Source: an optimization exercise on an open RTL-to-GDS flow (aim: small area and a short achievable clock period). Production flows keep margins and buffers that such runs may drop. Only simulation tests tie the RTL to the original design; equivalence was not proved. Power is estimated from default activity; no workload was simulated.

### flow/constraint.sdc
create_clock -name core_clock -period 3.2 [get_ports {clk}]
set_input_delay 0.6400 -clock core_clock [delete_from_list [all_inputs] [get_ports {clk}]]
set_output_delay 0.6400 -clock core_clock [all_outputs]
set_load 0.01 [all_outputs]
### flow/run.sh
#!/bin/bash
# synth_recipe.tcl (not shown) runs the flow's synth.tcl, then flattens the netlist and writes it again
# the make line also repeats each setting of config.mk as NAME=value (left out here)
make -C /OpenROAD-flow-scripts/flow DESIGN_CONFIG=/design/flow/config.mk WORK_HOME=/design/flow/orfs CLKGATE_MAP_FILE= SYNTH_SCRIPT=/design/flow/synth_recipe.tcl finish
### flow/design.v
`timescale 1ns / 1ps
module fifo_sync #(
    parameter DATA_WIDTH         = 32,                       
    parameter DEPTH              = 16,                       
    parameter ADDR_WIDTH         = $clog2(DEPTH),            
    parameter ALMOST_FULL_THRESH = DEPTH - 2,                
    parameter ALMOST_EMPTY_THRESH = 2                        
) (
    input  wire                    clk,        
    input  wire                    rst_n,      
    input  wire                    wr_en,      
    input  wire [DATA_WIDTH-1:0]   wr_data,    
    output reg                     full,       
    output reg                     almost_full,   
    output reg                     overflow,   
    input  wire                    rd_en,      
    output reg  [DATA_WIDTH-1:0]   rd_data,    
    output reg                     empty,      
    output reg                     almost_empty,  
    output reg                     underflow,  
    output reg  [ADDR_WIDTH:0]     data_count,   
    output reg  [ADDR_WIDTH:0]     peak_count    
);
    reg [DATA_WIDTH-1:0] mem [0:DEPTH-1];
    reg [ADDR_WIDTH:0] wr_ptr;     
    reg [ADDR_WIDTH:0] rd_ptr;     
    wire [ADDR_WIDTH:0] next_wr_ptr;   
    wire [ADDR_WIDTH:0] next_rd_ptr;   
    wire [ADDR_WIDTH:0] next_data_count;   
    wire full_cond;    
    wire empty_cond;   
    wire do_write;     
    wire do_read;      
    wire [ADDR_WIDTH-1:0] wr_addr = wr_ptr[ADDR_WIDTH-1:0];
    wire [ADDR_WIDTH-1:0] rd_addr = rd_ptr[ADDR_WIDTH-1:0];
    assign empty_cond = (wr_ptr == rd_ptr);
    assign full_cond = (wr_ptr[ADDR_WIDTH-1:0] == rd_ptr[ADDR_WIDTH-1:0]) &&
                       (wr_ptr[ADDR_WIDTH] != rd_ptr[ADDR_WIDTH]);
    assign do_write = wr_en && !full;     
    assign do_read  = rd_en && !empty;    
    assign next_wr_ptr = do_write ? (wr_ptr + 1'b1) : wr_ptr;
    assign next_rd_ptr = do_read  ? (rd_ptr + 1'b1) : rd_ptr;
    assign next_data_count = next_wr_ptr - next_rd_ptr;
    always @(posedge clk) begin
        if (!rst_n) begin
            wr_ptr <= {(ADDR_WIDTH+1){1'b0}};
        end
        else if (do_write) begin
            mem[wr_addr] <= wr_data;
            wr_ptr <= wr_ptr + 1'b1;
        end
    end
    always @(posedge clk) begin
        if (!rst_n) begin
            rd_ptr <= {(ADDR_WIDTH+1){1'b0}};
            rd_data <= {DATA_WIDTH{1'b0}};
        end
        else if (do_read) begin
            rd_data <= mem[rd_addr];
            rd_ptr <= rd_ptr + 1'b1;
        end
    end
    always @(posedge clk) begin
        if (!rst_n) begin
            full         <= 1'b0;
            empty        <= 1'b1;   
            almost_full  <= 1'b0;
            almost_empty <= 1'b1;   
            data_count   <= {(ADDR_WIDTH+1){1'b0}};
        end
        else begin
            data_count <= next_data_count;
            full <= (next_wr_ptr[ADDR_WIDTH-1:0] == next_rd_ptr[ADDR_WIDTH-1:0]) &&
                    (next_wr_ptr[ADDR_WIDTH] != next_rd_ptr[ADDR_WIDTH]);
            empty <= (next_wr_ptr == next_rd_ptr);
            almost_full <= (next_data_count >= ALMOST_FULL_THRESH);
            almost_empty <= (next_data_count <= ALMOST_EMPTY_THRESH);
        end
    end
    always @(posedge clk) begin
        if (!rst_n) begin
            overflow  <= 1'b0;
            underflow <= 1'b0;
        end
        else begin
            overflow <= wr_en && full;
            underflow <= rd_en && empty;
        end
    end
    always @(posedge clk) begin
        if (!rst_n) begin
            peak_count <= {(ADDR_WIDTH+1){1'b0}};
        end
        else if (next_data_count > peak_count) begin
            peak_count <= next_data_count;
        end
    end
endmodule
### flow/config.mk
export PLATFORM = sky130hd
export DESIGN_NAME = fifo_sync
export DESIGN_NICKNAME = fifo_sync
export VERILOG_FILES = /design/flow/design.v
export SDC_FILE = /design/flow/constraint.sdc
export NUM_CORES = 4
export LEC_CHECK = 0
export CAP_MARGIN = 20
export CORE_MARGIN = 2
export CORE_UTILIZATION = 40
export SLEW_MARGIN = 20
==> results.sh, run 1 <==
export IMPL_outcome="finished clean"
export IMPL_pwr_share_seq_pct=50.3
export IMPL_path_class="reg2reg"
export IMPL_portBuffers=83
export IMPL_multiInputGateArea_sq_um=5130
export IMPL_crit_end="peak_count[0]$_SDFFE_PN0N_"
export IMPL_critPathLaunchType="flip-flop"
export IMPL_p_clk_share_pct=38.0
export IMPL_period_needed_ps=3010
export IMPL_antenna_left=0
export IMPL_period_share_pct=94.0
export IMPL_syn_to_final_growth_pct=19.0
export IMPL_dieArea_sq_um=56300
export IMPL_netlist_instances=1005
export IMPL_r2r_cells=13
export IMPL_arrival_ps=3510
export IMPL_netlist_cell_type_count=41
export IMPL_r2r_start="rd_ptr[0]$_SDFF_PN0_"
export IMPL_worst_clock_skew_ps=12.3
export IMPL_path_max_fanout=5
export IMPL_p_per_area_nw_per_um2=639
export IMPL_ys_warn_count=1
export IMPL_synth_area_leaders="edfxtp_1 71%, mux4_2 17%, dfxtp_1 5.3%"
export IMPL_dr_pass1_iters=5
export IMPL_drt_iter0_drc=834
export IMPL_clk_pin_slew_worst_paths_ps=60
export IMPL_gp_congestion=0.746
export IMPL_cts_tree="done"
export IMPL_vias_per_cell=5.36
export IMPL_vias=10200
export IMPL_synth_top_area_share_pct=70.6
export IMPL_seq_area_frac_synth_pct=75.9
export IMPL_async_reset_ff_share_pct=0
export IMPL_r2r_slack_ps=190
export IMPL_endpoint_kind="flip-flop"
export IMPL_area_sequential_sq_um=16500
export IMPL_clockBufferDepth=3
export IMPL_cts_sinks=570
export IMPL_max_freq_mhz=332
export IMPL_num_io_pins=84
export IMPL_finalHoldViolCount=0
export IMPL_n_fill_cell=4374
export IMPL_grt_pass1_wl_microns=70800
export IMPL_route_detailed_drc=0
export IMPL_grt_max_degree=129
export IMPL_htreeDepth=2
export IMPL_hp_class="in2reg"
export IMPL_dp_hpwl_microns=25500
export IMPL_initial_utilization_pct=40.5
export IMPL_cts_buffers=59
export IMPL_relSlewSlack_pct=38.5
export IMPL_insertion_delay_ps=620
export IMPL_worstMarginPinSlew_ps=923
export IMPL_p_switching_mw=3.77
export IMPL_power_mw=16.6
export IMPL_first_global_vias=10700
export IMPL_antenna_found_initial=1
export IMPL_synth_edf_count=512
export IMPL_routed_wl_microns=47500
export IMPL_gr_usage_all_layers_pct=17.3
export IMPL_synth_area_per_cell_sq_um=21.7
export IMPL_pre_cts_ws_ps=-691
export IMPL_synth_ff_type="edfxtp_1"
export IMPL_p_int_mw=12.8
export IMPL_setup_violations_final=0
export IMPL_dieHeight_microns=237
export IMPL_gr_total_overflow=0
export IMPL_cap_violations=0
export IMPL_synthesis_nets=1054
export IMPL_ir_drop_uv=435
export IMPL_synth_top_cell_by_area="edfxtp_1"
export IMPL_slew_violations=0
export IMPL_power_frac_comb_pct=11.7
export IMPL_crit_start="rd_ptr[0]$_SDFF_PN0_"
export IMPL_p_leak_nw=8.12
export IMPL_cts_root_buf="clkbuf_16"
export IMPL_antenna_cells=0
export IMPL_r2r_end="peak_count[0]$_SDFFE_PN0N_"
export IMPL_ys_ff_latch=570
export IMPL_nNetsFinal=1217
export IMPL_postCtsHoldBufs=0
export IMPL_drive_above_1_share_pct=29.4
export IMPL_core_area_sq_um=53800
export IMPL_rows=85
export IMPL_fin_ws_ps=190
export IMPL_p_sw_share_pct=22.7
export IMPL_required_ps=3700
export IMPL_die_x_microns=237
export IMPL_netlist_area_sq_um=21800
export IMPL_wl_per_cell_microns=24.9
==> critical path, stage by stage, from the launching register on <==
cell	delay, ps
dfxtp_4	390
ha_1	330
mux2i_4	190
xnor2_1	140
ha_4	180
nor2_4	80
nor2_2	40
a221oi_2	250
xor2_1	130
ha_1	370
buf_4	130
nand4_1	110
o21ai_2	210
mux2_4	310
==> final cells by class <==
type,count,share of cell area [%]
inverter,13,0.188
clock buffer,75,6.12
clock inverter,29,0.753
multi-input combinational,371,19.8
timing repair buffer,153,5.92
sequential,570,63.8
tap,696,3.36
==> what timing repair did <==
action | in CTS | in global routing
resized for setup | 1 | 10
setup endpoints to repair | 4 | 5
pin swaps | 1 | 7
endpoints found under the hold margin | 0 | 0
setup buffers | 0 | 2
==> kinds of logic after synthesis <==
logic type	Yosys count	synth area share, %
flops	570	75.9
mux	166	16.8
compound gates	43	1.46
buf+inv	64	1.19
fa+ha+maj	14	0.793
xor+xnor	17	0.902
simple gates	131	2.91
==> cell usage after synthesis, types with 3 or more instances <==
| master | instances |
|---|---|
| mux4_2 | 160 |
| and2_1 | 16 |
| buf_1 | 5 |
| edfxtp_1 | 512 |
| nor2b_1 | 13 |
| xnor2_1 | 8 |
| a21boi_1 | 32 |
| xor2_1 | 5 |
| buf_2 | 13 |
| mux2i_1 | 5 |
| nand4_1 | 3 |
| clkbuf_1 | 32 |
| inv_1 | 13 |
| dfxtp_1 | 58 |
| nand2_1 | 73 |
| ha_1 | 13 |
| nor2_1 | 12 |
==> metrics by stage <==
stage	setup TNS (ps)	util [%]	cells	hold slack, ps	instance area (sq um)
finish	0	48.2	1907	360	25900
global route	-2.74	48.2	1907	338	25900
CTS	0	48.0	1905	455	25900
detailed placement	-3330	44.7	1801	446	24100
global placement	-2900	44.7	1801	444	24100
floorplan	-109	-	1005	479	21900
==> layout by cell type (no fill, tap or decap), drive strengths merged, types with 2 or more instances in the layout <==
cell           instances
clkinv                25
a21oi                  2
dlymetal6s2s           2
edfxtp               512
mux4                 160
a31oi                  2
nor2b                 14
nand3b                 2
nand2b                 2
a21boi                32
buf                   71
xor2                   7
xnor2                  9
ha                    13
clkbuf                75
inv                   15
o21ai                  4
nor2                  12
nand2                 73
nor3                   2
and2                  16
clkdlybuf4s50         80
nand4                  5
mux2i                  5
clkinvlp               2
dfxtp                 58
and3                   2
==> registers in the layout, indices dropped and copies added, names as in the netlist <==
signal / cells
overflow: 1
rd_ptr: 5
almost_full: 1
mem: 512
wr_ptr: 5
underflow: 1
almost_empty: 1
rd_data: 32
peak_count: 5
empty: 1
data_count: 5
full: 1
==> power by group through the flow <==
stage	registers [mW]	clock network (mW)	logic (mW)
2_1_floorplan	8.51	0	1.15
3_3_place_gp	8.48	0	1.88
3_5_place_dp	8.49	0	1.90
4_1_cts	8.33	6.47	1.90
5_1_grt	8.34	6.75	2.12
6_report	8.33	6.30	1.94
==> how the worst min path moves through the flow <==
stage,to,startpoint,cells past startpoint
6_report,overflow$_SDFF_PN0_,wr_en,2
5_1_grt,overflow$_SDFF_PN0_,wr_en,2
4_1_cts,rd_data[0]$_SDFFE_PN0N_,rd_data[0]$_SDFFE_PN0N_,2
3_5_place_dp,rd_data[0]$_SDFFE_PN0N_,rd_data[0]$_SDFFE_PN0N_,2
3_3_place_gp,rd_data[5]$_SDFFE_PN0N_,rd_data[5]$_SDFFE_PN0N_,2
2_1_floorplan,rd_data[0]$_SDFFE_PN0N_,rd_data[0]$_SDFFE_PN0N_,2
==> per-layer routing <==
| metal | up-vias | track usage (%) | wire length [microns] |
|---|---|---|---|
| met5 | - | 0 | 14 |
| met4 | 2 | 4.92 | 992 |
| met3 | 64 | 2.96 | 2260 |
| met2 | 235 | 28.6 | 23500 |
| met1 | 5473 | 23.8 | 20700 |
| li1 | 4440 | - | - |
==> run 2: changes to the inputs <==
==> flow/design.v (replaced) <==
`timescale 1ns / 1ps
module fifo_sync #(
    parameter DATA_WIDTH          = 32,
    parameter DEPTH               = 16,
    parameter ADDR_WIDTH          = $clog2(DEPTH),
    parameter ALMOST_FULL_THRESH  = DEPTH - 2,
    parameter ALMOST_EMPTY_THRESH = 2
) (
    input  wire                    clk,
    input  wire                    rst_n,
    input  wire                    wr_en,
    input  wire [DATA_WIDTH-1:0]   wr_data,
    output reg                     full,
    output reg                     almost_full,
    output reg                     overflow,
    input  wire                    rd_en,
    output reg  [DATA_WIDTH-1:0]   rd_data,
    output reg                     empty,
    output reg                     almost_empty,
    output reg                     underflow,
    output reg  [ADDR_WIDTH:0]     data_count,
    output reg  [ADDR_WIDTH:0]     peak_count
);
    reg [DATA_WIDTH-1:0] mem [0:DEPTH-1];
    reg [ADDR_WIDTH-1:0] wr_ptr;      
    reg [DEPTH-1:0]      rd_sel;      
    reg [ADDR_WIDTH:0]   cnt_n;
    reg                  full_n;
    reg                  empty_n;
    wire [ADDR_WIDTH:0]  cnt = ~cnt_n;
    wire do_write = wr_en & full_n;
    wire do_read  = rd_en & empty_n;
    wire inc      = do_write & ~do_read;
    wire dec      = do_read & ~do_write;
    integer i;
    always @(posedge clk) begin
        for (i = 0; i < DEPTH; i = i + 1)
            if (full_n && wr_ptr == i)
                mem[i] <= wr_data;
    end
    reg [DATA_WIDTH-1:0] rd_word;
    always @(*) begin
        rd_word = {DATA_WIDTH{1'b0}};
        for (i = 0; i < DEPTH; i = i + 1)
            rd_word = rd_word | (mem[i] & {DATA_WIDTH{rd_sel[i]}});
    end
    always @(posedge clk) begin
        if (!rst_n) begin
            wr_ptr  <= {ADDR_WIDTH{1'b0}};
            rd_sel  <= {{(DEPTH-1){1'b0}}, 1'b1};
            rd_data <= {DATA_WIDTH{1'b0}};
        end else begin
            if (do_write) wr_ptr <= wr_ptr + 1'b1;
            if (do_read) begin
                rd_sel  <= {rd_sel[DEPTH-2:0], rd_sel[DEPTH-1]};
                rd_data <= rd_word;
            end
        end
    end
    wire [ADDR_WIDTH:0] cnt_up = cnt + 1'b1;
    wire [ADDR_WIDTH:0] cnt_dn = cnt - 1'b1;
    wire peak_hit = (peak_count == cnt);
    always @(posedge clk) begin
        if (!rst_n) begin
            full         <= 1'b0;
            empty        <= 1'b1;
            almost_full  <= 1'b0;
            almost_empty <= 1'b1;
            data_count   <= {(ADDR_WIDTH+1){1'b0}};
            peak_count   <= {(ADDR_WIDTH+1){1'b0}};
            overflow     <= 1'b0;
            underflow    <= 1'b0;
            cnt_n        <= {(ADDR_WIDTH+1){1'b1}};
            full_n       <= 1'b1;
            empty_n      <= 1'b0;
        end else begin
            overflow  <= wr_en & ~full_n;
            underflow <= rd_en & ~empty_n;
            if (inc) begin
                data_count   <= cnt_up;
                cnt_n        <= ~cnt_up;
                full         <= (cnt_up == DEPTH);
                full_n       <= (cnt_up != DEPTH);
                empty        <= 1'b0;
                empty_n      <= 1'b1;
                almost_full  <= (cnt_up >= ALMOST_FULL_THRESH);
                almost_empty <= (cnt_up <= ALMOST_EMPTY_THRESH);
                if (peak_hit) peak_count <= cnt_up;
            end else if (dec) begin
                data_count   <= cnt_dn;
                cnt_n        <= ~cnt_dn;
                full         <= 1'b0;
                full_n       <= 1'b1;
                empty        <= (cnt_dn == 0);
                empty_n      <= (cnt_dn != 0);
                almost_full  <= (cnt_dn >= ALMOST_FULL_THRESH);
                almost_empty <= (cnt_dn <= ALMOST_EMPTY_THRESH);
            end
        end
    end
endmodule
--- a/flow/config.mk
+++ b/flow/config.mk
@@ -10,2 +10,3 @@
 export CORE_UTILIZATION = 40
+export SETUP_SLACK_MARGIN = 1.6
 export SLEW_MARGIN = 20
==> results.sh, run 2 <==
export IMPL_p_int_mw=13.3
export IMPL_r2r_start="wr_ptr[0]$_SDFFE_PN0P_"
export IMPL_synth_commonest_cells="512 x edfxtp_1, 192 x a22oi_1, 75 x dfxtp_1"
export IMPL_reg_top3="mem x512, rd_data x32, rd_sel x16"
export IMPL_netlist_area_sq_um=21200
export IMPL_max_stage_delay_ps=360
export IMPL_cts_buffers=57
export IMPL_initial_utilization_pct=40.3
export IMPL_clockBufferDepth=3
export IMPL_rsz0062_at_grt="true"
export IMPL_netlist_cell_type_count=38
export IMPL_outcome="finished clean"
export IMPL_p_switching_mw=4.06
export IMPL_synth_area_leaders="edfxtp_1 73%, dfxtp_1 7.1%, a22oi_1 6.8%"
export IMPL_fin_setup_tns_ps=0
export IMPL_r2r_slack_ps=1530
export IMPL_die_x_microns=234
export IMPL_cap_violations=0
export IMPL_grt_max_degree=49
export IMPL_route_detailed_drc=0
export IMPL_netlist_instances=1259
export IMPL_endpoint_kind="output pin"
export IMPL_worst_clock_skew_ps=45.4
export IMPL_slew_violations=0
export IMPL_drive_above_1_share_pct=29.9
export IMPL_ys_warn_count=2
export IMPL_required_ps=2560
export IMPL_largest_reg_flops=512
export IMPL_path_max_fanout=2
export IMPL_cts_root_buf="clkbuf_16"
export IMPL_regMostFlops="mem"
export IMPL_wl_per_cell_microns=29.5
export IMPL_core_area_sq_um=52400
export IMPL_first_global_vias=12700
export IMPL_final_area_sq_um=27200
export IMPL_max_freq_mhz=565
export IMPL_routed_wl_microns=64900
export IMPL_r2r_cells=6
export IMPL_p_per_area_nw_per_um2=639
export IMPL_layout_commonest_cell="edfxtp_1"
export IMPL_layout_common_cells="512 x edfxtp_1, 189 x a22oi_1, 84 x buf_4"
export IMPL_p_sw_share_pct=23.4
export IMPL_pwr_share_seq_pct=50.9
export IMPL_antenna_left=0
export IMPL_grt_pass1_wl_microns=90600
export IMPL_dr_pass1_iters=6
export IMPL_gr_total_overflow=0
export IMPL_ir_drop_uv=460
export IMPL_fin_util_pct=51.8
export IMPL_portBuffers=83
export IMPL_cp_num_buf_inv=1
export IMPL_worstMarginPinSlew_ps=623
export IMPL_path_cells="buf_6"
export IMPL_setup_violations_final=0
export IMPL_dp_hpwl_microns=29000
export IMPL_cts_sinks=587
export IMPL_vias_per_cell=5.98
export IMPL_period_share_pct=55.3
export IMPL_cts_tree="done"
export IMPL_dieHeight_microns=234
export IMPL_hold_path_end="overflow$_SDFF_PN0_"
export IMPL_synthesis_nets=1304
export IMPL_min_path_cells=3
export IMPL_drt_iter0_drc=1738
export IMPL_worst_path_dominant_cell_family="flip-flops"
export IMPL_path_class="reg2out"
export IMPL_p_leak_nw=8.85
export IMPL_synth_ff_type="edfxtp_1"
export IMPL_placed_cell_area_sq_um=23100
export IMPL_p_clk_share_pct=39.1
export IMPL_synth_top_cell_by_area="edfxtp_1"
export IMPL_seq_area_frac_synth_pct=79.8
export IMPL_finalHoldViolCount=0
export IMPL_postCtsHoldBufs=0
export IMPL_syn_to_final_growth_pct=28.5
export IMPL_gp_congestion=0.782
export IMPL_async_reset_ff_share_pct=0
export IMPL_synth_area_per_cell_sq_um=16.8
export IMPL_insertion_delay_ps=650
export IMPL_relSlewSlack_pct=58.3
export IMPL_vias=13100
export IMPL_gr_usage_all_layers_pct=23.4
export IMPL_synth_edf_count=512
export IMPL_hp_class="in2reg"
export IMPL_nNetsFinal=1507
export IMPL_critPathLaunchType="flip-flop"
export IMPL_htreeDepth=2
export IMPL_min_from="rst_n"
export IMPL_arrival_ps=1130
export IMPL_synth_most_common_cell="edfxtp_1"
export IMPL_dieArea_sq_um=54700
export IMPL_num_io_pins=84
export IMPL_rows=84
export IMPL_ys_ff_latch=587
export IMPL_r2r_end="mem[0][26]$_DFFE_PP_"
export IMPL_antenna_found_initial=1
export IMPL_clk_pin_slew_worst_paths_ps=60
export IMPL_synth_top_area_share_pct=72.7
export IMPL_period_needed_ps=1770
export IMPL_power_frac_comb_pct=10.0
export IMPL_critPathSlowestCell="dfxtp_4"
run 2: cell count changes in the layout (fill, tap and decap cells not counted), moves of 33 or more:
cell             before  now
nand2_1              73   40
buf_6                 1   67
mux4_2              160    0
nand3_1               1   36
dfxtp_2               2   43
a22oi_1               0  189
clkdlybuf4s50_1      80   32
dfxtp_1              54    3
run 2: area by class of cell:
class | count | area [sq um]
antenna | 1 | 2.50
clock buffer | 84 | 1640
clock inverter | 23 | 273
fill | 4130 | 25300
inverter | 14 | 67.6
multi-input combinational | 564 | 4500
sequential | 587 | 17000
tap | 688 | 861
timing repair buffer | 238 | 2810
run 2: power by group through the flow:
| stage | combinational [mW] | sequential, mW | clock, mW |
|---|---|---|---|
| CTS | 1.54 | 8.85 | 6.84 |
| floorplan | 0.757 | 8.94 | 0 |
| detailed placement | 1.29 | 9.02 | 0 |
| global placement | 1.28 | 9.01 | 0 |
| global route | 1.85 | 8.86 | 7.15 |
| finish | 1.74 | 8.84 | 6.78 |
run 2: kinds of logic after synthesis:
logic type	Yosys count	synth area share, %
AOI/OAI and AO/OA	329	11.7
xor gates and xnor gates	18	0.745
DFF	587	79.8
muxes	10	0.473
adders and majority gates	9	0.532
and+or+nand+nor	198	4.58
buffers and inverters	108	2.20
run 2: metal layers:
metal  part of all wire (%)  vias to the layer above  global-route usage, %  wire length, microns
li1                       -                     5538                      -                     -
met1                     40                     6735                   32.8                 26000
met2                     47                      727                   36.9                 30300
met3                     10                      143                   3.95                  6490
met4                    3.2                        2                   8.70                  2090
met5                  0.017                        -                      0                    11
run 2: per-stage QoR:
step                hold slack [ps]  power (mW)  setup slack [ps]  instances
floorplan                       443        9.70              1140       1259
global placement                447        10.3               674       1981
global route                    322        17.9              1420       2198
CTS                             284        17.2              1280       2162
detailed placement              447        10.3               674       1981
finish                          303        17.4              1430       2199
run 2: repair_timing:
action / CTS / global route
setup buffers: 72 / 32
gates cloned: 2 / 4
resized for setup: 401 / 66
pin swaps: 21 / 39
setup endpoints to repair: 611 / 174
run 2: how the worst max path moves through the flow:
stage | from | to | cells past startpoint
4_1_cts | rd_data[13]$_SDFFE_PN0P_ | rd_data[13] | 1
3_5_place_dp | wr_en | empty$_SDFFE_PN1P_ | 7
3_3_place_gp | wr_en | almost_empty$_SDFFE_PN1P_ | 7
5_1_grt | rd_data[31]$_SDFFE_PN0P_ | rd_data[31] | 1
2_1_floorplan | rd_en | almost_empty$_SDFFE_PN1P_ | 10
6_report | rd_data[22]$_SDFFE_PN0P_ | rd_data[22] | 1
==> run 3: changes to the inputs <==
--- a/flow/config.mk
+++ b/flow/config.mk
@@ -10,3 +10,2 @@
 export CORE_UTILIZATION = 40
-export SETUP_SLACK_MARGIN = 1.6
 export SLEW_MARGIN = 20
==> results.sh, run 3 <==
export IMPL_outcome="finished clean"
export IMPL_cts_root_buf="clkbuf_16"
export IMPL_finalHoldViolCount=0
export IMPL_dr_pass1_iters=6
export IMPL_htreeDepth=2
export IMPL_gp_congestion=0.803
export IMPL_dp_hpwl_microns=29200
export IMPL_slew_violations=0
export IMPL_first_global_vias=12100
export IMPL_vias=12300
export IMPL_antenna_found_initial=4
export IMPL_dieArea_sq_um=54700
export IMPL_route_detailed_drc=0
export IMPL_grt_pass1_wl_microns=83500
export IMPL_clockBufferDepth=3
export IMPL_path_max_fanout=14
export IMPL_portBuffers=83
export IMPL_synth_area_per_cell_sq_um=16.8
export IMPL_multiInputGateArea_sq_um=3950
export IMPL_dp_cells=1974
export IMPL_ys_warn_count=2
export IMPL_min_path_cells=2
export IMPL_period_share_pct=73.6
export IMPL_synth_ff_type="edfxtp_1"
export IMPL_rsz0062_at_grt="false"
export IMPL_regMostFlops="mem"
export IMPL_required_ps=3510
export IMPL_r2r_slack_ps=850
export IMPL_cts_sinks=587
export IMPL_vias_per_cell=5.92
export IMPL_p_per_area_nw_per_um2=667
export IMPL_die_x_microns=234
export IMPL_synth_top_area_share_pct=72.7
export IMPL_arrival_ps=2660
export IMPL_setup_violations_final=0
export IMPL_cts_setup_buffers=0
export IMPL_initial_utilization_pct=40.3
export IMPL_postCtsHoldBufs=0
export IMPL_path_cells="nand2b_1 > nor2_4 > buf_4"
export IMPL_period_needed_ps=2350
export IMPL_critPathSlowestCell="dfxtp_1"
export IMPL_cts_buffers=56
export IMPL_dieHeight_microns=234
export IMPL_worstMarginPinSlew_ps=1170
export IMPL_core_area_sq_um=52400
export IMPL_antenna_left=0
export IMPL_crit_cells=3
export IMPL_netlist_instances=1259
export IMPL_ys_ff_latch=587
export IMPL_gr_total_overflow=0
export IMPL_p_leak_nw=7.76
export IMPL_gr_usage_all_layers_pct=21.3
export IMPL_wl_per_cell_microns=28.0
export IMPL_cp_num_buf_inv=1
export IMPL_endpoint_kind="flip-flop"
export IMPL_synth_area_leaders="edfxtp_1 73%, dfxtp_1 7.1%, a22oi_1 6.8%"
export IMPL_grt_max_degree=49
export IMPL_drt_iter0_drc=1557
export IMPL_n_fill_cell=4360
export IMPL_routed_wl_microns=58200
export IMPL_async_reset_ff_share_pct=0
export IMPL_synth_most_common_cell="edfxtp_1"
export IMPL_fin_cells=2080
export IMPL_syn_to_final_growth_pct=17.2
export IMPL_layout_common_cells="512 x edfxtp_1, 192 x a22oi_1, 82 x clkdlybuf4s50_1"
export IMPL_drive_above_1_share_pct=11.5
export IMPL_synth_top_cell_by_area="edfxtp_1"
export IMPL_clk_pin_slew_worst_paths_ps=60
export IMPL_reg_top3="mem x512, rd_data x32, rd_sel x16"
export IMPL_hp_class="reg2reg"
export IMPL_rows=84
export IMPL_area_sequential_sq_um=16900
export IMPL_relSlewSlack_pct=22.1
export IMPL_cts_tree="done"
export IMPL_ctsResizeCount=0
export IMPL_synth_edf_count=512
export IMPL_critPathLaunchType="flip-flop"
export IMPL_netlist_cell_type_count=38
export IMPL_path_class="reg2reg"
export IMPL_worst_clock_skew_ps=41.4
export IMPL_nNetsFinal=1389
export IMPL_seq_area_frac_synth_pct=79.8
export IMPL_num_io_pins=84
export IMPL_max_stage_delay_ps=690
export IMPL_fin_setup_tns_ps=0
export IMPL_synth_commonest_cells="512 x edfxtp_1, 192 x a22oi_1, 75 x dfxtp_1"
export IMPL_ir_drop_uv=485
export IMPL_power_mw=16.5
export IMPL_r2r_cells=3
export IMPL_layout_commonest_cell="edfxtp_1"
export IMPL_worst_path_dominant_cell_family="simple AND/OR/NAND/NOR gates"
export IMPL_netlist_area_sq_um=21200
export IMPL_synthesis_nets=1304
export IMPL_largest_reg_flops=512
export IMPL_max_freq_mhz=425
export IMPL_cap_violations=0
export IMPL_insertion_delay_ps=630
-- run 3: cell types whose count changed in the layout (fill, tap and decap cells not counted), sizes merged --
cell,change
clkinv,+7
clkbuf,-11
clkdlybuf4s50,+50
inv,-1
bufbuf,-2
buf,-161
clkinvlp,+2
dlygate4sd2,-2
bufinv,-1
-- run 3: layer usage --
metal,vias to the layer above,routed length (microns),global-route usage [%]
met1,6325,23900,29.6
met5,-,41,0
met4,6,1300,6.35
li1,5268,-,-
met2,620,27600,34.2
met3,102,5270,3.93
-- run 3: kinds of logic after synthesis --
kind of cell    count (synthesis)  synth area share [%]
xor+xnor                       18                 0.745
mux                            10                 0.473
buf+inv                       108                  2.20
flops                         587                  79.8
simple gates                  198                  4.58
fa+ha+maj                       9                 0.532
compound gates                329                  11.7
-- run 3: where the power goes --
group | total (mW) | internal (mW) | leakage, nW | switching, mW
clock | 6.46 | 3.63 | 0.887 | 2.83
sequential | 8.83 | 8.64 | 5.27 | 0.187
combinational | 1.26 | 0.506 | 1.61 | 0.750
-- run 3: layout make-up --
type                            instances  share of cell area (%)
Multi-Input combinational cell        564                    15.9
Tap cell                              688                    3.47
Inverter                               14                   0.212
Timing Repair Buffer                  121                    4.93
Antenna cell                            1                  0.0101
Clock inverter                         30                    1.11
Clock buffer                           75                    6.18
Sequential cell                       587                    68.1
-- run 3: worst register-to-register path, delay by kind of cell, from the launching register on --
| kind | cells | cell delay (ps) |
|---|---|---|
| flip-flops | 1 | 690 |
| AND/OR/NAND/NOR | 2 | 990 |
| buffers and inverters | 1 | 390 |
-- run 3: worst paths after layout --
kind                         startpoint                    endpoint
max              wr_ptr[3]$_SDFFE_PN0P_        mem[8][29]$_DFFE_PP_
min          data_count[2]$_SDFFE_PN0P_  data_count[2]$_SDFFE_PN0P_
max reg2reg      wr_ptr[3]$_SDFFE_PN0P_        mem[8][29]$_DFFE_PP_
min reg2reg  data_count[2]$_SDFFE_PN0P_  data_count[2]$_SDFFE_PN0P_
-- run 3: through the flow --
stage | area, sq um | util [%] | setup slack (ps) | hold WS [ps]
final | 24800 | 47.3 | 846 | 450
after global placement | 23000 | 43.8 | 369 | 443
after detailed placement | 23000 | 43.8 | 354 | 448
after global routing | 24800 | 47.3 | 720 | 481
after CTS | 24800 | 47.3 | 844 | 457
after floorplan | 21200 | - | 632 | 438
==> run 4: changes to the inputs <==
--- a/flow/config.mk
+++ b/flow/config.mk
@@ -9,3 +9,5 @@
 export CORE_MARGIN = 2
-export CORE_UTILIZATION = 40
+export CORE_UTILIZATION = 65
+export PLACE_DENSITY = 0.75
+export SETUP_SLACK_MARGIN = 1.4
 export SLEW_MARGIN = 20
==> results.sh, run 4 <==
export IMPL_wl_per_cell_microns=29.9
export IMPL_synth_most_common_cell="edfxtp_1"
export IMPL_layout_commonest_cell="edfxtp_1"
export IMPL_drive_above_1_share_pct=20.0
export IMPL_grt_pass1_wl_microns=78900
export IMPL_p_per_area_nw_per_um2=668
export IMPL_max_stage_delay_ps=520
export IMPL_cts_tree="done"
export IMPL_clk_pin_slew_worst_paths_ps=60
export IMPL_min_from="empty$_SDFFE_PN1P_"
export IMPL_grt_max_degree=49
export IMPL_finalHoldViolCount=0
export IMPL_synth_ff_type="edfxtp_1"
export IMPL_synthesis_nets=1304
export IMPL_die_x_microns=184
export IMPL_synth_commonest_cells="512 x edfxtp_1, 192 x a22oi_1, 75 x dfxtp_1"
export IMPL_hold_path_end="empty$_SDFFE_PN1P_"
export IMPL_critPathLaunchType="flip-flop"
export IMPL_dieArea_sq_um=34000
export IMPL_worst_clock_skew_ps=15.0
export IMPL_netlist_area_sq_um=21200
export IMPL_async_reset_ff_share_pct=0
export IMPL_critPathSlowestCell="dfxtp_4"
export IMPL_min_path_cells=1
export IMPL_max_freq_mhz=539
export IMPL_ir_drop_uv=509
export IMPL_path_class="reg2reg"
export IMPL_clockBufferDepth=3
export IMPL_period_needed_ps=1850
export IMPL_gr_total_overflow=0
export IMPL_ys_warn_count=2
export IMPL_rsz0062_at_grt="true"
export IMPL_initial_utilization_pct=65.5
export IMPL_synth_edf_count=512
export IMPL_r2r_cells=4
export IMPL_r2r_end="rd_data[1]$_SDFFE_PN0P_"
export IMPL_regMostFlops="mem"
export IMPL_cts_buffers=55
export IMPL_first_global_vias=12200
export IMPL_period_share_pct=58.0
export IMPL_pwr_share_seq_pct=53.7
export IMPL_num_io_pins=84
export IMPL_routed_wl_microns=55100
export IMPL_required_ps=3640
export IMPL_fin_setup_tns_ps=0
export IMPL_synth_area_leaders="edfxtp_1 73%, dfxtp_1 7.1%, a22oi_1 6.8%"
export IMPL_n_fill_cell=1822
export IMPL_antenna_found_initial=1
export IMPL_path_cells="a222oi_1 > nand3_1 > a2111oi_0 > nor2_1"
export IMPL_route_detailed_drc=0
export IMPL_multiInputGateArea_sq_um=4150
export IMPL_insertion_delay_ps=580
export IMPL_outcome="finished clean"
export IMPL_synth_top_cell_by_area="edfxtp_1"
export IMPL_htreeDepth=2
export IMPL_largest_reg_flops=512
export IMPL_layout_common_cells="512 x edfxtp_1, 192 x a22oi_1, 57 x clkbuf_16"
export IMPL_arrival_ps=2300
export IMPL_p_switching_mw=3.70
export IMPL_area_sequential_sq_um=17000
export IMPL_p_clk_share_pct=38.5
export IMPL_seq_area_frac_synth_pct=79.8
export IMPL_cap_violations=0
export IMPL_slew_violations=0
export IMPL_dr_pass1_iters=6
export IMPL_drt_iter0_drc=1725
export IMPL_path_max_fanout=34
export IMPL_gr_usage_all_layers_pct=32.7
export IMPL_reg_top3="mem x512, rd_data x32, rd_sel x16"
export IMPL_p_leak_nw=7.90
export IMPL_cts_sinks=587
export IMPL_p_int_mw=12.8
export IMPL_p_sw_share_pct=22.4
export IMPL_synth_top_area_share_pct=72.7
export IMPL_power_frac_comb_pct=7.8
export IMPL_syn_to_final_growth_pct=16.9
export IMPL_dieHeight_microns=184
export IMPL_relSlewSlack_pct=52.9
export IMPL_antenna_left=0
export IMPL_ys_ff_latch=587
export IMPL_vias=12600
export IMPL_worstMarginPinSlew_ps=706
export IMPL_setup_violations_final=0
export IMPL_nNetsFinal=1395
export IMPL_synth_area_per_cell_sq_um=16.8
export IMPL_netlist_cell_type_count=38
export IMPL_holdWs_ps=451
export IMPL_endpoint_kind="flip-flop"
export IMPL_r2r_slack_ps=1350
export IMPL_cts_root_buf="clkbuf_16"
export IMPL_vias_per_cell=6.85
export IMPL_dp_hpwl_microns=25000
export IMPL_portBuffers=83
export IMPL_gp_congestion=0.816
export IMPL_netlist_instances=1259
export IMPL_rows=66
export IMPL_r2r_start="rd_sel[9]$_SDFFE_PN0P_"
export IMPL_hp_class="reg2reg"
export IMPL_core_area_sq_um=32300
==> run 4: cell counts after synthesis <==
No cell type changed its count.
==> run 4: per-stage QoR <==
stage	util, %	cells	power (mW)	instance area [sq um]	worst slack [ps]
CTS	76.6	1830	16.5	24700	1400
floorplan	-	1259	9.70	21500	1140
detailed placement	70.2	1714	10.3	22700	673
finish	76.6	1839	16.5	24700	1350
global placement	70.2	1714	10.2	22700	703
global route	76.6	1839	17.0	24700	1320
==> run 4: worst max-delay path: cells and delay by family (launching register included) <==
kind | cells | cell delay, ps
compound gates | 2 | 940
flops | 1 | 520
simple gates | 2 | 220
==> run 4: area by class of cell <==
class | instances | area share [%]
clock inverters | 25 | 0.729
diodes | 1 | 0.0101
clock buffers | 78 | 6.49
well taps | 442 | 2.24
multi-input cells | 564 | 16.8
flip-flops and latches | 587 | 68.7
inverters | 14 | 0.233
repair buffers | 128 | 4.80
==> run 4: worst max-delay path by stage <==
stage,depth (start not counted),from,endpoint
2_1_floorplan,10,rd_en,almost_empty$_SDFFE_PN1P_
3_3_place_gp,7,wr_en,almost_empty$_SDFFE_PN1P_
3_5_place_dp,7,wr_en,almost_empty$_SDFFE_PN1P_
4_1_cts,1,underflow$_SDFF_PN0_,underflow
5_1_grt,4,rd_sel[5]$_SDFFE_PN0P_,rd_data[10]$_SDFFE_PN0P_
6_report,4,rd_sel[9]$_SDFFE_PN0P_,rd_data[1]$_SDFFE_PN0P_
==> run 4: power groups by stage <==
| stage | sequential, mW | clock [mW] | combinational (mW) |
|---|---|---|---|
| 6_report | 8.87 | 6.36 | 1.29 |
| 5_1_grt | 8.88 | 6.71 | 1.39 |
| 4_1_cts | 8.87 | 6.39 | 1.25 |
| 3_5_place_dp | 9.03 | 0 | 1.24 |
| 3_3_place_gp | 9.01 | 0 | 1.21 |
| 2_1_floorplan | 8.94 | 0 | 0.756 |
==> run 4: cell families (layout without fill, tap and decap cells) <==
logic type	after synthesis	in the layout	synth area share (%)
DFF	587	587	79.8
and+or+nand+nor	198	198	4.58
other	0	1	0
adders and majority gates	9	9	0.532
muxes	10	10	0.473
AOI/OAI and AO/OA	329	329	11.7
buffers and inverters	108	245	2.20
xor gates and xnor gates	18	18	0.745
==> run 4: repair_timing <==
item | in CTS | in global routing
endpoints found under the setup margin | 601 | 89
buffers inserted | 13 | 8
gates resized for setup | 200 | 55
cloned | 0 | 0
hold buffers | 0 | 0
pin swaps | 6 | 2
==> run 4: layer usage <==
metal | track usage [%] | vias up | wire length (microns)
li1 | - | 5280 | -
met1 | 47.5 | 6252 | 20300
met2 | 51.7 | 940 | 26100
met3 | 5.33 | 124 | 7130
met4 | 10.4 | 0 | 1560
met5 | 0 | - | 0
==> run 5: changes to the inputs <==
--- a/flow/config.mk
+++ b/flow/config.mk
@@ -10,2 +10,4 @@
 export CORE_UTILIZATION = 65
+export CTS_CLUSTER_DIAMETER = 100
+export CTS_CLUSTER_SIZE = 25
 export PLACE_DENSITY = 0.75
==> results.sh, run 5 <==
export IMPL_outcome="finished clean"
export IMPL_htreeDepth=1
export IMPL_die_x_microns=184
export IMPL_p_int_mw=10.8
export IMPL_initial_utilization_pct=65.5
export IMPL_synth_most_common_cell="edfxtp_1"
export IMPL_synthesis_nets=1304
export IMPL_layout_common_cells="512 x edfxtp_1, 192 x a22oi_1, 44 x dfxtp_2"
export IMPL_antenna_left=0
export IMPL_first_global_vias=11800
export IMPL_vias_per_cell=6.94
export IMPL_ys_warn_count=2
export IMPL_ir_drop_uv=581
export IMPL_holdWs_ps=455
export IMPL_critPathSlowestCell="clkdlybuf4s50_1"
export IMPL_cts_tree="done"
export IMPL_clk_pin_slew_worst_paths_ps=100
export IMPL_crit_start="wr_en"
export IMPL_p_sw_share_pct=22.9
export IMPL_dieArea_sq_um=34000
export IMPL_grt_pass1_wl_microns=77100
export IMPL_netlist_area_sq_um=21200
export IMPL_drt_iter0_drc=1857
export IMPL_cts_sinks=587
export IMPL_rsz0062_at_grt="true"
export IMPL_clockBufferDepth=3
export IMPL_routed_wl_microns=54500
export IMPL_synth_area_per_cell_sq_um=16.8
export IMPL_synth_area_leaders="edfxtp_1 73%, dfxtp_1 7.1%, a22oi_1 6.8%"
export IMPL_gr_total_overflow=0
export IMPL_async_reset_ff_share_pct=0
export IMPL_dr_pass1_iters=8
export IMPL_core_area_sq_um=32300
export IMPL_p_leak_nw=7.43
export IMPL_synth_edf_count=512
export IMPL_power_frac_comb_pct=9.3
export IMPL_endpoint_kind="flip-flop"
export IMPL_seq_area_frac_synth_pct=79.8
export IMPL_grt_max_degree=49
export IMPL_pwr_share_seq_pct=63.2
export IMPL_multiInputGateArea_sq_um=4150
export IMPL_worst_clock_skew_ps=23.6
export IMPL_dieHeight_microns=184
export IMPL_fin_setup_tns_ps=0
export IMPL_max_freq_mhz=540
export IMPL_dp_hpwl_microns=25000
export IMPL_drive_above_1_share_pct=17.9
export IMPL_gr_usage_all_layers_pct=32.0
export IMPL_worstMarginPinSlew_ps=713
export IMPL_portBuffers=83
export IMPL_reg_top3="mem x512, rd_data x32, rd_sel x16"
export IMPL_period_needed_ps=1850
export IMPL_ys_ff_latch=587
export IMPL_setup_violations_final=0
export IMPL_postCtsHoldBufs=0
export IMPL_cts_root_buf="clkbuf_16"
export IMPL_insertion_delay_ps=590
export IMPL_period_share_pct=57.8
export IMPL_antenna_found_initial=1
export IMPL_largest_reg_flops=512
export IMPL_hp_class="reg2reg"
export IMPL_finalHoldViolCount=0
export IMPL_route_detailed_drc=0
export IMPL_critPathLaunchType="primary input"
export IMPL_synth_ff_type="edfxtp_1"
export IMPL_p_switching_mw=3.21
export IMPL_wl_per_cell_microns=30.5
export IMPL_vias=12400
export IMPL_syn_to_final_growth_pct=12.3
export IMPL_synth_top_area_share_pct=72.7
export IMPL_min_from="empty$_SDFFE_PN1P_"
export IMPL_gp_congestion=0.816
export IMPL_netlist_instances=1259
export IMPL_cap_violations=0
export IMPL_layout_commonest_cell="edfxtp_1"
export IMPL_p_per_area_nw_per_um2=589
export IMPL_num_io_pins=84
export IMPL_nNetsFinal=1371
export IMPL_cts_buffers=27
export IMPL_relSlewSlack_pct=52.4
export IMPL_arrival_ps=2340
export IMPL_r2r_start="full_n$_SDFFE_PN1P_"
export IMPL_path_class="in2reg"
export IMPL_required_ps=3690
export IMPL_rows=66
export IMPL_p_clk_share_pct=27.4
export IMPL_regMostFlops="mem"
export IMPL_path_max_fanout=6
export IMPL_path_cells="clkdlybuf4s50_1 > and2_4 > ha_4 > clkbuf_2 > buf_4 > mux2i_1 > o21ai_1 > a21o_1"
export IMPL_n_fill_cell=1938
export IMPL_netlist_cell_type_count=38
export IMPL_area_sequential_sq_um=17000
export IMPL_max_stage_delay_ps=480
export IMPL_synth_commonest_cells="512 x edfxtp_1, 192 x a22oi_1, 75 x dfxtp_1"
export IMPL_slew_violations=0
export IMPL_synth_top_cell_by_area="edfxtp_1"
[run 5: cell counts after synthesis]
No cell type changed its count.
[run 5: final timing paths]
kind / end / slack (ps) / cells past startpoint
max: cnt_n[4]$_SDFFE_PN1P_ / 1350 / 8
min: empty$_SDFFE_PN1P_ / 460 / 1
max reg2reg: cnt_n[4]$_SDFFE_PN1P_ / 1380 / 7
min reg2reg: empty$_SDFFE_PN1P_ / 460 / 1
[run 5: what timing repair did]
| item | CTS | global route |
|---|---|---|
| endpoints found under the setup margin | 602 | 88 |
| setup buffers | 13 | 12 |
| pin swaps | 6 | 2 |
| gates resized for setup | 235 | 50 |
[run 5: through the flow]
| step | std cells | util, % | total power [mW] | setup WS, ps | area, sq um |
|---|---|---|---|---|---|
| after global routing | 1789 | 73.6 | 14.4 | 1290 | 23800 |
| after CTS | 1776 | 73.4 | 14.0 | 1350 | 23700 |
| after global placement | 1714 | 70.2 | 10.2 | 703 | 22700 |
| after floorplan | 1259 | - | 9.70 | 1140 | 21500 |
| final | 1789 | 73.6 | 14.0 | 1350 | 23800 |
| after detailed placement | 1714 | 70.2 | 10.3 | 673 | 22700 |
[run 5: cell type report]
type                            count  share of cell area (%)
Sequential cell                   587                    71.6
Tap cell                          442                    2.33
Antenna cell                        1                  0.0105
Clock inverter                      1                  0.0685
Multi-Input combinational cell    564                    17.5
Clock buffer                       48                    3.18
Timing Repair Buffer              132                    5.11
Inverter                           14                   0.242
[run 5: power groups by stage]
stage	clock (mW)	sequential [mW]	combinational, mW
2_1_floorplan	0	8.94	0.756
3_3_place_gp	0	9.01	1.21
3_5_place_dp	0	9.03	1.24
4_1_cts	3.86	8.86	1.25
5_1_grt	4.13	8.87	1.41
6_report	3.84	8.85	1.31
[run 5: metal layers]
metal	wire, microns	up-vias	global-route usage [%]
li1	-	5205	-
met1	20200	6220	46.6
met2	26100	884	51.5
met3	6600	111	3.93
met4	1710	0	10.2
met5	0	-	0
[run 5: worst max-delay path: cells and delay by family]
family | cells | cell delay [ps]
buffers and inverters | 3 | 810
adders and majority gates | 1 | 180
and+or+nand+nor | 1 | 200
AOI/OAI and AO/OA | 2 | 300
muxes | 1 | 210
[run 5: logic make-up after synthesis]
logic type,count (synthesis),synth area share (%)
buf+inv,108,2.20
simple gates,198,4.58
flops,587,79.8
mux,10,0.473
fa+ha+maj,9,0.532
xor+xnor,18,0.745
compound gates,329,11.7
==> run 6: changes to the inputs <==
--- a/flow/config.mk
+++ b/flow/config.mk
@@ -9,6 +9,5 @@
 export CORE_MARGIN = 2
-export CORE_UTILIZATION = 65
-export CTS_CLUSTER_DIAMETER = 100
-export CTS_CLUSTER_SIZE = 25
-export PLACE_DENSITY = 0.75
+export CORE_UTILIZATION = 40
+export CTS_BUF_LIST = sky130_fd_sc_hd__clkbuf_8
+export CTS_CLUSTER_SIZE = 30
 export SETUP_SLACK_MARGIN = 1.4
==> results.sh, run 6 <==
export IMPL_synth_most_common_cell="edfxtp_1"
export IMPL_dieArea_sq_um=54700
export IMPL_vias_per_cell=5.86
export IMPL_fin_setup_tns_ps=0
export IMPL_initial_utilization_pct=40.3
export IMPL_dr_pass1_iters=5
export IMPL_clockBufferDepth=3
export IMPL_required_ps=2560
export IMPL_p_leak_nw=8.37
export IMPL_antenna_left=0
export IMPL_portBuffers=83
export IMPL_pre_cts_ws_ps=692
export IMPL_gr_usage_all_layers_pct=22.2
export IMPL_path_class="reg2out"
export IMPL_min_from="data_count[3]$_SDFFE_PN0P_"
export IMPL_r2r_end="rd_data[14]$_SDFFE_PN0P_"
export IMPL_regMostFlops="mem"
export IMPL_htreeDepth=3
export IMPL_setup_violations_final=0
export IMPL_ys_ff_latch=587
export IMPL_p_per_area_nw_per_um2=638
export IMPL_async_reset_ff_share_pct=0
export IMPL_netlist_instances=1259
export IMPL_r2r_cells=5
export IMPL_seq_area_frac_synth_pct=79.8
export IMPL_max_freq_mhz=553
export IMPL_synth_top_area_share_pct=72.7
export IMPL_r2r_start="rd_sel[7]$_SDFFE_PN0P_"
export IMPL_gp_congestion=0.771
export IMPL_worst_clock_skew_ps=33.3
export IMPL_drive_above_1_share_pct=24.1
export IMPL_arrival_ps=1170
export IMPL_synth_top_cell_by_area="edfxtp_1"
export IMPL_drt_iter0_drc=1568
export IMPL_ys_warn_count=2
export IMPL_synth_edf_count=512
export IMPL_gr_total_overflow=0
export IMPL_synthesis_nets=1304
export IMPL_grt_pass1_wl_microns=87000
export IMPL_core_area_sq_um=52400
export IMPL_synth_area_leaders="edfxtp_1 73%, dfxtp_1 7.1%, a22oi_1 6.8%"
export IMPL_netlist_cell_type_count=38
export IMPL_route_detailed_drc=0
export IMPL_cts_root_buf="clkbuf_8"
export IMPL_nNetsFinal=1460
export IMPL_path_max_fanout=2
export IMPL_worstMarginPinSlew_ps=757
export IMPL_dieHeight_microns=234
export IMPL_critPathSlowestCell="dfxtp_2"
export IMPL_slew_violations=0
export IMPL_synth_area_per_cell_sq_um=16.8
export IMPL_r2r_slack_ps=1450
export IMPL_grt_max_degree=49
export IMPL_path_cells="clkbuf_2"
export IMPL_dp_cells=1974
export IMPL_fin_util_pct=48.8
export IMPL_synth_ff_type="edfxtp_1"
export IMPL_cts_tree="done"
export IMPL_num_io_pins=84
export IMPL_cts_sinks=587
export IMPL_synth_commonest_cells="512 x edfxtp_1, 192 x a22oi_1, 75 x dfxtp_1"
export IMPL_postCtsHoldBufs=0
export IMPL_holdWs_ps=445
export IMPL_cap_violations=0
export IMPL_fin_ws_ps=1390
export IMPL_die_x_microns=234
export IMPL_reg_top3="mem x512, rd_data x32, rd_sel x16"
export IMPL_crit_cells=1
export IMPL_syn_to_final_growth_pct=20.9
export IMPL_crit_start="rd_data[13]$_SDFFE_PN0P_"
export IMPL_outcome="finished clean"
export IMPL_period_needed_ps=1810
export IMPL_clk_pin_slew_worst_paths_ps=50
export IMPL_finalHoldViolCount=0
export IMPL_first_global_vias=12700
export IMPL_endpoint_kind="output pin"
export IMPL_largest_reg_flops=512
export IMPL_min_path_cells=2
export IMPL_dp_hpwl_microns=28200
export IMPL_netlist_area_sq_um=21200
export IMPL_ir_drop_uv=349
export IMPL_cp_num_buf_inv=1
export IMPL_layout_commonest_cell="edfxtp_1"
export IMPL_cts_buffers=95
export IMPL_layout_common_cells="512 x edfxtp_1, 192 x a22oi_1, 100 x clkbuf_8"
export IMPL_hp_class="reg2reg"
export IMPL_rsz0062_at_grt="true"
export IMPL_wl_per_cell_microns=28.2
export IMPL_critPathLaunchType="flip-flop"
export IMPL_relSlewSlack_pct=49.5
export IMPL_antenna_found_initial=3
export IMPL_insertion_delay_ps=680
export IMPL_vias=12800
export IMPL_worst_path_dominant_cell_family="flip-flops"
export IMPL_period_share_pct=56.6
export IMPL_routed_wl_microns=61700
export IMPL_rows=84
export IMPL_fin_cells=2185
export IMPL_max_stage_delay_ps=360
export IMPL_hold_path_end="data_count[3]$_SDFFE_PN0P_"
[run 6: cell types whose count changed in the layout (fill, tap and decap cells not counted), moves of 9 or more]
cell and change:
clkdlybuf4s15_2 -9, buf_6 +31, buf_2 -20, clkinv_1 +15, inv_1 +48, buf_4 +13, clkbuf_16 -27, clkbuf_8 +100
clkinv_2 +10, clkbuf_1 -21
[run 6: metal layers]
| metal | global-route usage [%] | part of all wire (%) |
|---|---|---|
| met1 | 31.1 | 41 |
| met2 | 35.5 | 47 |
| met3 | 4.20 | 9.5 |
| met4 | 6.05 | 2.5 |
| met5 | 0 | 0.039 |
[run 6: stage by stage]
step	area [sq um]	power, mW
after detailed placement	23100	10.3
final	25600	16.3
after CTS	25200	16.3
after global routing	25600	16.9
after floorplan	21500	9.70
after global placement	23100	10.3
[run 6: cells by family (layout without fill, tap and decap cells)]
family / count (synthesis) / after routing / share of synthesized area, %
multiplexers: 10 / 10 / 0.473
adder cells (fa/ha/maj): 9 / 9 / 0.532
XOR/XNOR: 18 / 18 / 0.745
AO/OA/AOI/OAI: 329 / 329 / 11.7
buffers and inverters: 108 / 345 / 2.20
AND/OR/NAND/NOR: 198 / 198 / 4.58
flip-flops: 587 / 587 / 79.8
other: 0 / 1 / 0
[run 6: tightest hold or removal path: cells and delay by family (launching register included)]
| family | cells | cell delay [ps] |
|---|---|---|
| flops | 1 | 310 |
| buf+inv | 1 | 40 |
| compound gates | 1 | 50 |
[run 6: how the worst max path moves through the flow]
stage,slack (ps),to
after global placement,720,empty$_SDFFE_PN1P_
after global routing,1330,rd_data[13]
final,1390,rd_data[13]
after detailed placement,690,empty$_SDFFE_PN1P_
after CTS,1140,rd_data[13]
after floorplan,1140,almost_empty$_SDFFE_PN1P_
[run 6: where the power goes]
group	internal [mW]	total [mW]	switching, mW
clock network	3.15	6.08	2.93
logic	0.564	1.37	0.810
registers	8.66	8.87	0.210
[run 6: layout make-up]
class / count / area, sq um
Tap cell: 688 / 861
Sequential cell: 587 / 17000
Antenna cell: 1 / 2.50
Clock buffer: 100 / 1380
Timing Repair Buffer: 153 / 1660
Inverter: 14 / 57.6
Clock inverter: 78 / 419
Multi-Input combinational cell: 564 / 4190
Fill cell: 4404 / 26900
[run 6: timing repair]
item                       CTS  global route
resized for setup          302            44
setup buffers               16            16
pin swaps                    3             2
setup endpoints to repair  571            87
==> run 7: changes to the inputs <==
==> flow/flow/run.sh (new file) <==
#!/bin/bash
# Standard ORFS layout, with the port buffers made from plain buffers
# (sky130_fd_sc_hd__buf_4) instead of the default choice.
set -euo pipefail
export BUFFER_PORTS_ARGS="-buffer_cell sky130_fd_sc_hd__buf_4"
bash standard.sh > standard.log 2>&1
==> flow/standard.sh (new file) <==
#!/bin/bash
# synth_recipe.tcl (not shown) runs the flow's synth.tcl, then flattens the netlist and writes it again
# the make line also repeats each setting of config.mk as NAME=value (left out here)
make -C /OpenROAD-flow-scripts/flow DESIGN_CONFIG=/design/flow/config.mk WORK_HOME=/design/flow/orfs CLKGATE_MAP_FILE= SYNTH_SCRIPT=/design/flow/synth_recipe.tcl "${@:-finish}"
--- a/flow/config.mk
+++ b/flow/config.mk
@@ -9,5 +9,6 @@
 export CORE_MARGIN = 2
-export CORE_UTILIZATION = 40
-export CTS_BUF_LIST = sky130_fd_sc_hd__clkbuf_8
-export CTS_CLUSTER_SIZE = 30
+export CORE_UTILIZATION = 65
+export CTS_CLUSTER_DIAMETER = 100
+export CTS_CLUSTER_SIZE = 25
+export PLACE_DENSITY = 0.75
 export SETUP_SLACK_MARGIN = 1.4
removed: flow/run.sh
==> results.sh, run 7 <==
export IMPL_outcome="finished clean"
export IMPL_antenna_left=0
export IMPL_dr_pass1_iters=9
export IMPL_clockBufferDepth=3
export IMPL_gp_congestion=0.826
export IMPL_route_detailed_drc=0
export IMPL_insertion_delay_ps=570
export IMPL_max_stage_delay_ps=430
export IMPL_die_x_microns=184
export IMPL_rsz0062_at_grt="true"
export IMPL_path_cells="buf_4"
export IMPL_synth_top_area_share_pct=72.7
export IMPL_synth_area_per_cell_sq_um=16.8
export IMPL_use_met2_pct=50.5
export IMPL_ys_ff_latch=587
export IMPL_worstMarginPinSlew_ps=687
export IMPL_largest_reg_flops=512
export IMPL_dp_hpwl_microns=26300
export IMPL_drt_iter0_drc=1850
export IMPL_fin_setup_tns_ps=0
export IMPL_ys_warn_count=2
export IMPL_setup_violations_final=0
export IMPL_crit_cells=1
export IMPL_worst_clock_skew_ps=19.2
export IMPL_met1_usage_pct=46.4
export IMPL_gr_total_overflow=0
export IMPL_dieArea_sq_um=34000
export IMPL_cp_num_buf_inv=1
export IMPL_slew_violations=0
export IMPL_grt_busiest_layer="met2"
export IMPL_path_max_fanout=2
export IMPL_synth_ff_type="edfxtp_1"
export IMPL_power_mw=14.0
export IMPL_min_path_cells=3
export IMPL_initial_utilization_pct=65.5
export IMPL_seq_area_frac_synth_pct=79.8
export IMPL_async_reset_ff_share_pct=0
export IMPL_cts_tree="done"
export IMPL_fin_util_pct=73.3
export IMPL_gr_usage_all_layers_pct=32.1
export IMPL_antenna_cells=0
export IMPL_endpoint_kind="output pin"
export IMPL_cts_buffers=27
export IMPL_period_share_pct=56.6
export IMPL_core_area_sq_um=32300
export IMPL_worst_path_dominant_cell_family="flip-flops"
export IMPL_grtUsageMet3_pct=6.64
export IMPL_portBuffers=83
export IMPL_vias_per_cell=6.96
export IMPL_p_leak_nw=7.45
export IMPL_first_global_vias=12100
export IMPL_synth_area_leaders="edfxtp_1 73%, dfxtp_1 7.1%, a22oi_1 6.8%"
export IMPL_power_frac_comb_pct=9.2
export IMPL_grt_max_degree=49
export IMPL_cts_sinks=587
export IMPL_clk_pin_slew_worst_paths_ps=100
export IMPL_synth_top_cell_by_area="edfxtp_1"
export IMPL_regMostFlops="mem"
export IMPL_cap_violations=0
export IMPL_netlist_area_sq_um=21200
export IMPL_max_freq_mhz=552
export IMPL_ir_drop_uv=468
export IMPL_netlist_instances=1259
export IMPL_cts_root_buf="clkbuf_16"
export IMPL_required_ps=2560
export IMPL_p_clk_share_pct=27.5
export IMPL_synth_most_common_cell="edfxtp_1"
export IMPL_drive_above_1_share_pct=17.4
export IMPL_wl_per_cell_microns=30.0
export IMPL_nNetsFinal=1367
export IMPL_relSlewSlack_pct=54.2
export IMPL_layout_commonest_cell="edfxtp_1"
export IMPL_grt_pass1_wl_microns=78200
export IMPL_routed_wl_microns=53500
export IMPL_pre_cts_ws_ps=1020
export IMPL_pwr_share_seq_pct=63.4
export IMPL_vias=12400
export IMPL_syn_to_final_growth_pct=11.8
export IMPL_layout_common_cells="512 x edfxtp_1, 192 x a22oi_1, 105 x buf_4"
export IMPL_p_per_area_nw_per_um2=590
export IMPL_r2r_cells=5
export IMPL_critPathSlowestCell="dfxtp_1"
export IMPL_period_needed_ps=1810
export IMPL_p_sw_share_pct=23.0
export IMPL_synth_commonest_cells="512 x edfxtp_1, 192 x a22oi_1, 75 x dfxtp_1"
export IMPL_dieHeight_microns=184
export IMPL_path_class="reg2out"
export IMPL_fin_ws_ps=1390
export IMPL_reg_top3="mem x512, rd_data x32, rd_sel x16"
export IMPL_antenna_found_initial=0
export IMPL_rows=66
export IMPL_critPathLaunchType="flip-flop"
export IMPL_arrival_ps=1170
export IMPL_synth_edf_count=512
export IMPL_num_io_pins=84
export IMPL_holdWs_ps=291
export IMPL_p_switching_mw=3.20
export IMPL_htreeDepth=1
export IMPL_p_int_mw=10.7
export IMPL_netlist_cell_type_count=38
export IMPL_hp_class="in2reg"
export IMPL_finalHoldViolCount=0
export IMPL_synthesis_nets=1304
## run 7: cell counts after synthesis
No cell type changed its count.
## run 7: final timing paths
check / start / endpoint / slack, ps
setup / recovery: rd_data[0]$_SDFFE_PN0P_ / rd_data[0] / 1390
hold reg to reg: full_n$_SDFFE_PN1P_ / overflow$_SDFF_PN0_ / 460
hold / removal: wr_en / overflow$_SDFF_PN0_ / 290
setup reg to reg: rd_sel[4]$_SDFFE_PN0P_ / rd_data[9]$_SDFFE_PN0P_ / 1390
## run 7: area by class of cell
type	count	area [sq um]
clock inverter	1	16.3
multi-input combinational	564	4160
inverter	14	57.6
clock buffer	48	754
tap	442	553
sequential	587	17000
fill	1920	8630
timing repair buffer	128	1160
## run 7: power groups by stage
stage / Combinational (mW) / Clock [mW] / Sequential [mW]
floorplan: 0.756 / 0 / 8.94
global placement: 1.18 / 0 / 9.01
detailed placement: 1.21 / 0 / 9.02
CTS: 1.23 / 3.85 / 8.84
global route: 1.37 / 4.12 / 8.87
finish: 1.28 / 3.83 / 8.85
## run 7: logic make-up (layout without fill, tap and decap cells)
family | after synthesis | count (layout) | synth area share (%)
buffers and inverters | 108 | 191 | 2.20
AO/OA/AOI/OAI | 329 | 329 | 11.7
adder cells (fa/ha/maj) | 9 | 9 | 0.532
AND/OR/NAND/NOR | 198 | 198 | 4.58
multiplexers | 10 | 10 | 0.473
XOR/XNOR | 18 | 18 | 0.745
flip-flops | 587 | 587 | 79.8
## run 7: worst min-delay path: stages
cell and delay, ps:
buf_4 90, nand2_1 40, nor2_1 70
## run 7: through the flow
step,std cells,area (sq um)
after floorplan,1259,21500
after global placement,1719,22500
after detailed placement,1719,22500
after CTS,1777,23500
after global routing,1784,23700
final,1784,23700
## run 7: per-layer routing
layer	routed length, microns	vias up
met5	0	-
met4	1260	0
met3	6790	100
met2	25500	924
met1	20000	6195
li1	-	5192
## run 7: what timing repair did
| item | CTS | global route |
|---|---|---|
| hold buffers | 0 | 0 |
| setup buffers | 9 | 7 |
| endpoints found under the setup margin | 544 | 125 |
| pin swaps | 4 | 4 |
| resized for setup | 48 | 27 |
==> run 8: changes to the inputs <==
==> flow/flow/run.sh (replaced) <==
#!/bin/bash
# Standard ORFS layout, with the port buffers made from plain buffers
# (sky130_fd_sc_hd__buf_2) instead of the default choice.
set -euo pipefail
export BUFFER_PORTS_ARGS="-buffer_cell sky130_fd_sc_hd__buf_2"
bash standard.sh > standard.log 2>&1
--- a/flow/config.mk
+++ b/flow/config.mk
@@ -9,6 +9,6 @@
 export CORE_MARGIN = 2
-export CORE_UTILIZATION = 65
+export CORE_UTILIZATION = 80
 export CTS_CLUSTER_DIAMETER = 100
 export CTS_CLUSTER_SIZE = 25
-export PLACE_DENSITY = 0.75
+export PLACE_DENSITY = 0.85
 export SETUP_SLACK_MARGIN = 1.4
==> results.sh, run 8 <==
export IMPL_outcome="finished clean"
export IMPL_synth_compound_area_share_pct=11.7
export IMPL_htreeDepth=1
export IMPL_gr_total_overflow=0
export IMPL_p_per_area_nw_per_um2=597
export IMPL_finalHoldViolCount=0
export IMPL_critPathLaunchType="flip-flop"
export IMPL_dieArea_sq_um=27800
export IMPL_core_area_sq_um=26000
export IMPL_routed_wl_microns=62400
export IMPL_synth_simple_area_share_pct=4.58
export IMPL_clk_pin_slew_worst_paths_ps=110
export IMPL_synth_commonest_cells="512 x edfxtp_1, 192 x a22oi_1, 75 x dfxtp_1"
export IMPL_dp_hpwl_microns=28600
export IMPL_netlist_instances=1259
export IMPL_power_mw=14.2
export IMPL_cap_violations=0
export IMPL_placed_cell_area_sq_um=22300
export IMPL_rows=59
export IMPL_vias_per_cell=8.10
export IMPL_power_frac_comb_pct=9.7
export IMPL_synth_top_cell_by_area="edfxtp_1"
export IMPL_synthMuxAreaShare_pct=0.473
export IMPL_synth_ff_type="edfxtp_1"
export IMPL_cts_buffers=27
export IMPL_n_fill_cell=833
export IMPL_area_sequential_sq_um=17000
export IMPL_cts_tree="done"
export IMPL_fin_setup_tns_ps=0
export IMPL_synth_adder_area_share_pct=0.532
export IMPL_p_leak_nw=7.58
export IMPL_rsz0062_at_grt="true"
export IMPL_pwr_share_seq_pct=62.5
export IMPL_antenna_found_initial=1
export IMPL_final_area_sq_um=23700
export IMPL_gr_usage_all_layers_pct=43.1
export IMPL_postCtsHoldBufs=0
export IMPL_num_io_pins=84
export IMPL_dp_cells=1630
export IMPL_max_stage_delay_ps=520
export IMPL_path_cells="buf_4 > a22oi_1 > nand4_1 > a2111oi_2 > nor2_1"
export IMPL_first_global_vias=13500
export IMPL_endpoint_kind="flip-flop"
export IMPL_synth_xor_area_share_pct=0.745
export IMPL_hp_class="in2reg"
export IMPL_p_sw_share_pct=24.2
export IMPL_worst_path_dominant_cell_family="compound AO/OA/AOI/OAI gates"
export IMPL_path_class="reg2reg"
export IMPL_synth_top_family_by_area="compound AO/OA/AOI/OAI gates"
export IMPL_critPathSlowestCell="dfxtp_4"
export IMPL_synth_edf_count=512
export IMPL_relSlewSlack_pct=51.1
export IMPL_fin_util_pct=91.2
export IMPL_p_clk_share_pct=27.8
export IMPL_synth_top_area_share_pct=72.7
export IMPL_initial_utilization_pct=81.4
export IMPL_ir_drop_uv=722
export IMPL_reg_top3="mem x512, rd_data x32, rd_sel x16"
export IMPL_insertion_delay_ps=610
export IMPL_period_needed_ps=1950
export IMPL_wl_per_cell_microns=36.6
export IMPL_nNetsFinal=1396
export IMPL_layout_commonest_cell="edfxtp_1"
export IMPL_netlist_area_sq_um=21200
export IMPL_p_int_mw=10.7
export IMPL_vias=13800
export IMPL_dieHeight_microns=167
export IMPL_ys_ff_latch=587
export IMPL_syn_to_final_growth_pct=12.0
export IMPL_ys_warn_count=2
export IMPL_dr_pass1_iters=6
export IMPL_cts_sinks=587
export IMPL_arrival_ps=2450
export IMPL_portBuffers=83
export IMPL_required_ps=3690
export IMPL_clockBufferDepth=3
export IMPL_die_x_microns=167
export IMPL_multiInputGateArea_sq_um=4330
export IMPL_synthesis_nets=1304
export IMPL_layout_common_cells="512 x edfxtp_1, 191 x a22oi_1, 83 x buf_2"
export IMPL_fin_ws_ps=1250
export IMPL_slew_violations=0
export IMPL_route_detailed_drc=0
export IMPL_largest_reg_flops=512
export IMPL_seq_area_frac_synth_pct=79.8
export IMPL_holdWs_ps=256
export IMPL_async_reset_ff_share_pct=0
export IMPL_fin_cells=1707
export IMPL_synth_area_per_cell_sq_um=16.8
export IMPL_grt_max_degree=49
export IMPL_gp_congestion=0.789
export IMPL_drive_above_1_share_pct=20.1
export IMPL_worst_clock_skew_ps=50.4
export IMPL_period_share_pct=61.1
export IMPL_cts_root_buf="clkbuf_16"
export IMPL_max_freq_mhz=512
export IMPL_synth_area_leaders="edfxtp_1 73%, dfxtp_1 7.1%, a22oi_1 6.8%"
export IMPL_setup_violations_final=0
export IMPL_grt_pass1_wl_microns=86500
export IMPL_p_switching_mw=3.43
export IMPL_regMostFlops="mem"
export IMPL_path_max_fanout=21
export IMPL_netlist_cell_type_count=38
export IMPL_pre_cts_ws_ps=826
export IMPL_drt_iter0_drc=2716
export IMPL_cp_num_buf_inv=1
export IMPL_synth_most_common_cell="edfxtp_1"
export IMPL_worstMarginPinSlew_ps=733
export IMPL_antenna_left=0
-- run 8: cell counts after synthesis --
No cell type changed its count.
-- run 8: metal layers --
layer,track usage (%),wire length [microns]
met5,0,0
met4,23.2,4010
met1,57.6,18300
met3,10.7,10500
met2,67.3,29600
-- run 8: power groups by stage --
| stage | logic, mW | registers, mW | clock network [mW] |
|---|---|---|---|
| global route | 1.45 | 8.87 | 4.10 |
| CTS | 1.23 | 8.83 | 3.77 |
| detailed placement | 1.15 | 9.00 | 0 |
| global placement | 1.11 | 8.98 | 0 |
| floorplan | 0.756 | 8.94 | 0 |
| finish | 1.37 | 8.85 | 3.94 |
-- run 8: kinds of logic after synthesis --
logic type | count (synthesis)
AO/OA/AOI/OAI | 329
flip-flops | 587
adder cells (fa/ha/maj) | 9
buffers and inverters | 108
multiplexers | 10
XOR/XNOR | 18
AND/OR/NAND/NOR | 198
-- run 8: cell type report --
type                    count  share of cell area (%)
well taps                 335                    1.77
multi-input cells         564                    18.3
flip-flops and latches    587                    71.5
clock inverters             1                  0.0686
diodes                      1                  0.0106
inverters                  14                   0.264
repair buffers            157                    4.92
clock buffers              48                    3.18
-- run 8: worst register-to-register path, cell delays in order, from the launching register on --
cell	delay, ps
dfxtp_4	520
buf_4	330
a22oi_1	240
nand4_1	210
a2111oi_2	440
nor2_1	100
-- run 8: what timing repair did --
| item | 4_1_cts | 5_1_grt |
|---|---|---|
| pin swaps | 6 | 9 |
| gates resized for setup | 75 | 49 |
| setup buffers | 9 | 18 |
| endpoints found under the setup margin | 481 | 94 |
-- run 8: path summary, 6_finish.rpt --
kind | cells after the start | endpoint | slack (ps) | startpoint
worst max-delay path | 5 | rd_data[3]$_SDFFE_PN0P_ | 1250 | rd_sel[14]$_SDFFE_PN0P_
worst max register to register | 5 | rd_data[3]$_SDFFE_PN0P_ | 1250 | rd_sel[14]$_SDFFE_PN0P_
worst min-delay path | 3 | overflow$_SDFF_PN0_ | 260 | wr_en
worst min register to register | 2 | data_count[2]$_SDFFE_PN0P_ | 450 | data_count[2]$_SDFFE_PN0P_
